Context: an optimization exercise on an open-source flow, tuned for small area. The choices shown serve that exercise and are no tape-out recipe. In this exercise RTL edits were held to simulation tests only and were not proved equivalent to the original. Power is estimated from default activity; no workload was simulated.

== xenon ==
==> flow/design.v <==
module DigitalSystemDesigning(
	clk,
	rst,
	sw,
	state_in,
	row,
	col_r,
	col_g,
	seg_row,
	seg_col
);
	input clk,rst,sw;
	input[3:0] state_in;
	output[7:0] row;
	output[7:0] col_r;
	output[7:0] col_g;
	output[7:0] seg_row;
	output[7:0] seg_col;
	localparam GO = 3'd0, LEFT = 3'd1, RIGHT = 3'd2, STOP = 3'd3, OFF = 3'd4, BLANK = 3'd5;
	localparam P_GO = 2'd0, P_L = 2'd1, P_R = 2'd2, P_S = 2'd3;
	reg[4:0] a;
	reg p;
	reg[6:0] c;
	reg[2:0] c8d;
	reg[2:0] e2;
	reg[2:0] e1;
	wire a_0 = (a == 5'b00000);
	wire a_1 = (a == 5'b00001);
	wire a_13 = (a == 5'b10111);
	wire a_24 = (a == 5'b10000);
	wire c_0 = (c == 7'b0000000);
	wire c_62 = (c == 7'b0000010);
	always@(posedge clk)
		if(rst)
			a <= 0;
		else
			a <= {a[3:0], a[4] ^ a[1] ^ (!a[2] && !a[3])};
	always@(posedge clk)
		if(rst)
			c <= 0;
		else if(a_24 && p)
			c <= {c[5:0], c[6] ^ c[0] ^ (!c[0] && !c[1])};
	always@(posedge clk)
		if(rst)
			c8d <= 0;
		else if(a_1 && p && c_62)
			c8d <= c8d + 1'b1;
	always@(posedge clk)
		if(rst)
			e2 <= 0;
		else if(a_13)
			e2 <= e2 + 1'b1;
	always@(posedge clk)
		if(rst)
			e1 <= 0;
		else if(a_1 && p)
			e1 <= e1 + 1'b1;
	wire sec_base = c_0 && (c8d == 3'd4);
	wire tick_1Hz = sec_base && a_0 && p;
	wire tick_1Hz_d = sec_base && a_1 && !p;
	function [7:0] b_fwd(input [7:0] s);
		b_fwd = {s[6:0], s[7] ^ s[0] ^ (s[1] && s[3] && !s[6])};
	endfunction
	function [7:0] b_bwd(input [7:0] s);
		b_bwd = {s[0] ^ s[1] ^ (s[2] && s[4] && !s[7]), s[7:1]};
	endfunction
	reg[7:0] b1d;
	reg[7:0] b2d;
	reg flagd;
	reg on_d;
	wire b_wrap = (b1d == 8'h80);
	always@(posedge clk)
		if(rst)
			b1d <= 8'h80;
		else
			b1d <= b_fwd(b1d);
	always@(posedge clk)
		if(rst)
			begin
				b2d <= 8'h01;
				flagd <= 1'b1;
			end
		else if(b_wrap)
			begin
				if(!flagd)
					begin
						if(b2d == 8'h40)
							flagd <= 1'b1;
						else
							b2d <= b_fwd(b2d);
					end
				else
					begin
						if(b2d == 8'h01)
							flagd <= 1'b0;
						else
							b2d <= b_bwd(b2d);
					end
			end
	always@(posedge clk)
		if(rst || b_wrap)
			on_d <= 1'b0;
		else if(b1d == b2d)
			on_d <= 1'b1;
	wire[3:0] ns = sw ? state_in : 4'b1111;
	reg[2:0] cur;
	reg[1:0] prev;
	reg pend;
	reg[3:0] c10l;
	reg[3:0] c10r;
	reg[2:0] c5s;
	always@(posedge clk)
		if(rst)
			c10l <= 0;
		else if(tick_1Hz)
			begin
				if(!pend)
					c10l <= 0;
				else if(prev == P_L)
					c10l <= (c10l == 4'd10) ? 4'd0 : c10l + 1'b1;
			end
	always@(posedge clk)
		if(rst)
			c10r <= 0;
		else if(tick_1Hz)
			begin
				if(!pend)
					c10r <= 0;
				else if(prev == P_R)
					c10r <= (c10r == 4'd10) ? 4'd0 : c10r + 1'b1;
			end
	always@(posedge clk)
		if(rst)
			c5s <= 0;
		else if(tick_1Hz)
			begin
				if(!pend)
					c5s <= 0;
				else if(prev == P_S)
					c5s <= (c5s == 3'd5) ? 3'd0 : c5s + 1'b1;
			end
	reg keep;
	always@(*)
		case(prev)
			P_L: keep = pend && (c10l != 4'd10);
			P_R: keep = pend && (c10r != 4'd10);
			P_S: keep = pend && (c5s != 3'd5);
			default: keep = 1'b0;
		endcase
	always@(posedge clk)
		if(rst)
			begin
				cur <= GO;
				prev <= P_GO;
				pend <= 1'b0;
			end
		else
			case(ns)
				4'b0001:
					begin
						cur <= LEFT;
						prev <= P_L;
						pend <= 1'b1;
					end
				4'b0010:
					begin
						cur <= RIGHT;
						prev <= P_R;
						pend <= 1'b1;
					end
				4'b0100:
					begin
						cur <= STOP;
						prev <= P_S;
						pend <= 1'b1;
					end
				4'b1111:
					cur <= OFF;
				4'b0000:
					begin
						cur <= keep ? {1'b0, prev} : GO;
						pend <= keep;
					end
				default:
					;
			endcase
	reg[2:0] cur_d;
	always@(posedge clk)
		if(rst)
			cur_d <= BLANK;
		else
			cur_d <= cur;
	always@(posedge clk)
		if(rst)
			p <= 1'b0;
		else if(a_0 && cur_d != BLANK)
			p <= !p;
	wire[2:0] idx = (cur_d == GO) ? e2 : e1;
	reg[2:0] rid;
	always@(posedge clk)
		if(rst)
			rid <= 0;
		else
			rid <= idx;
	assign row = (cur_d == BLANK) ? 8'hFF : ~(8'd1 << idx);
	wire[1:0] rm = rid[1:0] ^ {2{rid[2]}};
	wire[1:0] gd = rid[1:0] - c8d[1:0];
	wire g0 = (gd == 2'd0);
	wire g1 = !gd[1];
	wire g2 = gd[0] ^ gd[1];
	wire g3 = gd[1];
	wire[7:0] pat_go = {g0, g1, g2, g3, g3, g2, g1, g0};
	wire tx = (rm == 2'd3);
	wire[7:0] tl = {1'b0, tx, tx, tx, rm != 2'd2, rm != 2'd0, rm[1], tx};
	wire[15:0] tl2 = {tl, tl} >> c8d;
	wire[7:0] arrow = tl2[7:0];
	wire[7:0] arrow_rev = {arrow[0], arrow[1], arrow[2], arrow[3], arrow[4], arrow[5], arrow[6], arrow[7]};
	wire[3:0] xr = 4'b0001 << rm;
	wire[7:0] pat_x = {xr[0], xr[1], xr[2], xr[3], xr[3], xr[2], xr[1], xr[0]};
	assign col_r = (cur_d == STOP) ? pat_x : 8'd0;
	assign col_g = (cur_d == GO) ? (on_d ? pat_go : 8'd0) :
		(cur_d == LEFT) ? arrow :
		(cur_d == RIGHT) ? arrow_rev : 8'd0;
	reg sr7, sr6;
	always@(posedge clk)
		if(rst || !sw)
			begin
				sr7 <= 1'b1;
				sr6 <= 1'b1;
			end
		else
			begin
				sr7 <= p;
				sr6 <= !p;
			end
	assign seg_row = {sr7, sr6, 6'b11_1111};
	wire swd = !(sr7 && sr6);
	reg[3:0] uni;
	reg[3:0] ten;
	always@(posedge clk)
		if(rst)
			begin
				uni <= 0;
				ten <= 0;
			end
		else if(tick_1Hz_d)
			begin
				if(!swd)
					begin
						uni <= 0;
						ten <= 0;
					end
				else if(uni == 4'd9)
					begin
						uni <= 0;
						ten <= (ten == 4'd9) ? 4'd0 : ten + 1'b1;
					end
				else
					uni <= uni + 1'b1;
			end
	wire[3:0] digit = sr6 ? ten : uni;
	reg[7:0] seg;
	always@(*)
		case(digit)
			4'd0: seg = sr6 ? 8'b0000_0000 : 8'b1111_1100;
			4'd1: seg = 8'b0110_0000;
			4'd2: seg = 8'b1101_1010;
			4'd3: seg = 8'b1111_0010;
			4'd4: seg = 8'b0110_0110;
			4'd5: seg = 8'b1011_0110;
			4'd6: seg = 8'b1011_1110;
			4'd7: seg = 8'b1110_0000;
			4'd8: seg = 8'b1111_1110;
			default: seg = 8'b1111_0110;
		endcase
	assign seg_col = swd ? seg : 8'd0;
endmodule
Settings: LEC_CHECK=0, CAP_MARGIN=20, CORE_MARGIN=2, CORE_UTILIZATION=40, PLACE_DENSITY=0.6, SLEW_MARGIN=20; clock period 5.0 ns.
standard.sh (not shown) runs the stock make flow with config.mk's settings and CLKGATE_MAP_FILE= SYNTH_SCRIPT=/design/flow/synth_recipe.tcl, a recipe that flattens the netlist after the stock synthesis.
==> flow/flow/run.sh <==
#!/bin/bash
# ORFS layout (standard.sh) with three changes:
# - synthesis maps logic with an area-oriented ABC script (flow/abc_area.script,
#   selected by ABC_AREA=1 from a private copy of the ORFS scripts folder) and
#   leaves adders to ABC instead of mapping them to half/full adder cells;
#   registers are untouched, so they keep the standard synthesis's names
# - ports are buffered with sky130_fd_sc_hd__buf_1
# - the clock tree uses sky130_fd_sc_hd__clkbuf_8 cells without dummy loads
set -euo pipefail
W=$(pwd)
rm -rf "$W/scripts"
cp -r "$FLOW_HOME/scripts" "$W/scripts"
cp "$W/flow/abc_area.script" "$W/scripts/abc_area.script"
export SCRIPTS_DIR="$W/scripts"
export ABC_AREA=1
export ADDER_MAP_FILE=
export BUFFER_PORTS_ARGS="-buffer_cell sky130_fd_sc_hd__buf_1"
export CTS_ARGS="-sink_clustering_enable -repair_clock_nets -buf_list sky130_fd_sc_hd__clkbuf_8 -dont_use_dummy_load"
bash standard.sh > standard.log 2>&1
==> flow/flow/abc_area.script <==
strash
balance
rewrite
refactor
balance
rewrite
rewrite -z
balance
refactor -z
rewrite -z
balance
balance
rewrite
refactor
balance
rewrite
rewrite -z
balance
refactor -z
rewrite -z
balance
dch -f
amap
Input changes introduced in garnet (baseline for comparison: xenon):
--- a/flow/design.v
+++ b/flow/design.v
@@ -97,9 +97,9 @@
 							b2d <= b_bwd(b2d);
 					end
 			end
 	always@(posedge clk)
-		if(rst || b_wrap)
+		if(b_wrap)
 			on_d <= 1'b0;
 		else if(b1d == b2d)
 			on_d <= 1'b1;
 	wire[3:0] ns = sw ? state_in : 4'b1111;
@@ -136,55 +136,59 @@
 			begin
 				if(!pend)
 					c5s <= 0;
 				else if(prev == P_S)
-					c5s <= (c5s == 3'd5) ? 3'd0 : c5s + 1'b1;
+					c5s <= {c5s[1:0], !c5s[2]};
 			end
 	reg keep;
 	always@(*)
 		case(prev)
 			P_L: keep = pend && (c10l != 4'd10);
 			P_R: keep = pend && (c10r != 4'd10);
-			P_S: keep = pend && (c5s != 3'd5);
+			P_S: keep = pend && (c5s != 3'b100);
 			default: keep = 1'b0;
 		endcase
-	always@(posedge clk)
-		if(rst)
-			begin
-				cur <= GO;
+	reg[1:0] m;
+	localparam M_GO = 2'd0, M_OFF = 2'd1, M_ACT = 2'd2;
+	always@(posedge clk)
+		if(rst)
+			begin
+				m <= M_GO;
 				prev <= P_GO;
 				pend <= 1'b0;
 			end
 		else
 			case(ns)
 				4'b0001:
 					begin
-						cur <= LEFT;
+						m <= M_ACT;
 						prev <= P_L;
 						pend <= 1'b1;
 					end
 				4'b0010:
 					begin
-						cur <= RIGHT;
+						m <= M_ACT;
 						prev <= P_R;
 						pend <= 1'b1;
 					end
 				4'b0100:
 					begin
-						cur <= STOP;
+						m <= M_ACT;
 						prev <= P_S;
 						pend <= 1'b1;
 					end
 				4'b1111:
-					cur <= OFF;
+					m <= M_OFF;
 				4'b0000:
 					begin
-						cur <= keep ? {1'b0, prev} : GO;
+						m <= keep ? M_ACT : M_GO;
 						pend <= keep;
 					end
 				default:
 					;
 			endcase
+	always@(*)
+		cur = (m == M_ACT) ? {1'b0, prev} : (m == M_OFF) ? OFF : GO;
 	reg[2:0] cur_d;
 	always@(posedge clk)
 		if(rst)
 			cur_d <= BLANK;
@@ -197,12 +201,9 @@
 			p <= !p;
 	wire[2:0] idx = (cur_d == GO) ? e2 : e1;
 	reg[2:0] rid;
 	always@(posedge clk)
-		if(rst)
-			rid <= 0;
-		else
-			rid <= idx;
+		rid <= idx;
 	assign row = (cur_d == BLANK) ? 8'hFF : ~(8'd1 << idx);
 	wire[1:0] rm = rid[1:0] ^ {2{rid[2]}};
 	wire[1:0] gd = rid[1:0] - c8d[1:0];
 	wire g0 = (gd == 2'd0);
Findings:
Both conditions hold for garnet: the flow ran to the end and the final layout passed the timing, design-rule and antenna checks. Across both runs, post-synthesis area per instance was lower for garnet than for xenon. garnet vs xenon: switching component of the power up in garnet. In garnet the total number of placement rows turned out about 3% lower than in xenon. Cell area after synthesis in garnet is about 2.6% lower than in xenon. Number of unique standard cell types used by synthesis: garnet vs xenon down 9.3%. Between garnet and xenon, the via count is higher for xenon. The run showing the smaller synthesized cell count is garnet. Clock skew: garnet and xenon compared, higher one is xenon. STATUS final non-filler cell area: garnet wins against xenon. Compared with xenon, half-perimeter wire length after placement in garnet decreased slightly.

==> re-timing with driven ports <==
In the flow no input, the clock included, has a driving cell. The finished layouts below were timed again as built, in two steps. Step 1: set_driving_cell puts a clkbuf_16 on clk and a buf_2 on each other input, an assumption about the parent block. Step 2 also shifts input and output timing later by t, the mid clock arrival at the registers, as if the neighbouring blocks saw the same clock. a / b / c = ideal / step 1 / step 2; a / b = the first two.
run | t, ns | slack for setup (ns) | latest minus earliest clock arrival (ns) | worst slew at a driven data input, ns
xenon | 0.364 | 1.382 / 1.349 / 1.714 | 0.019 / 0.019 | 0.03
garnet | 0.360 | 1.391 / 1.359 / 1.719 | 0.011 / 0.012 | 0.04
After both steps setup and hold are still met in every run listed.
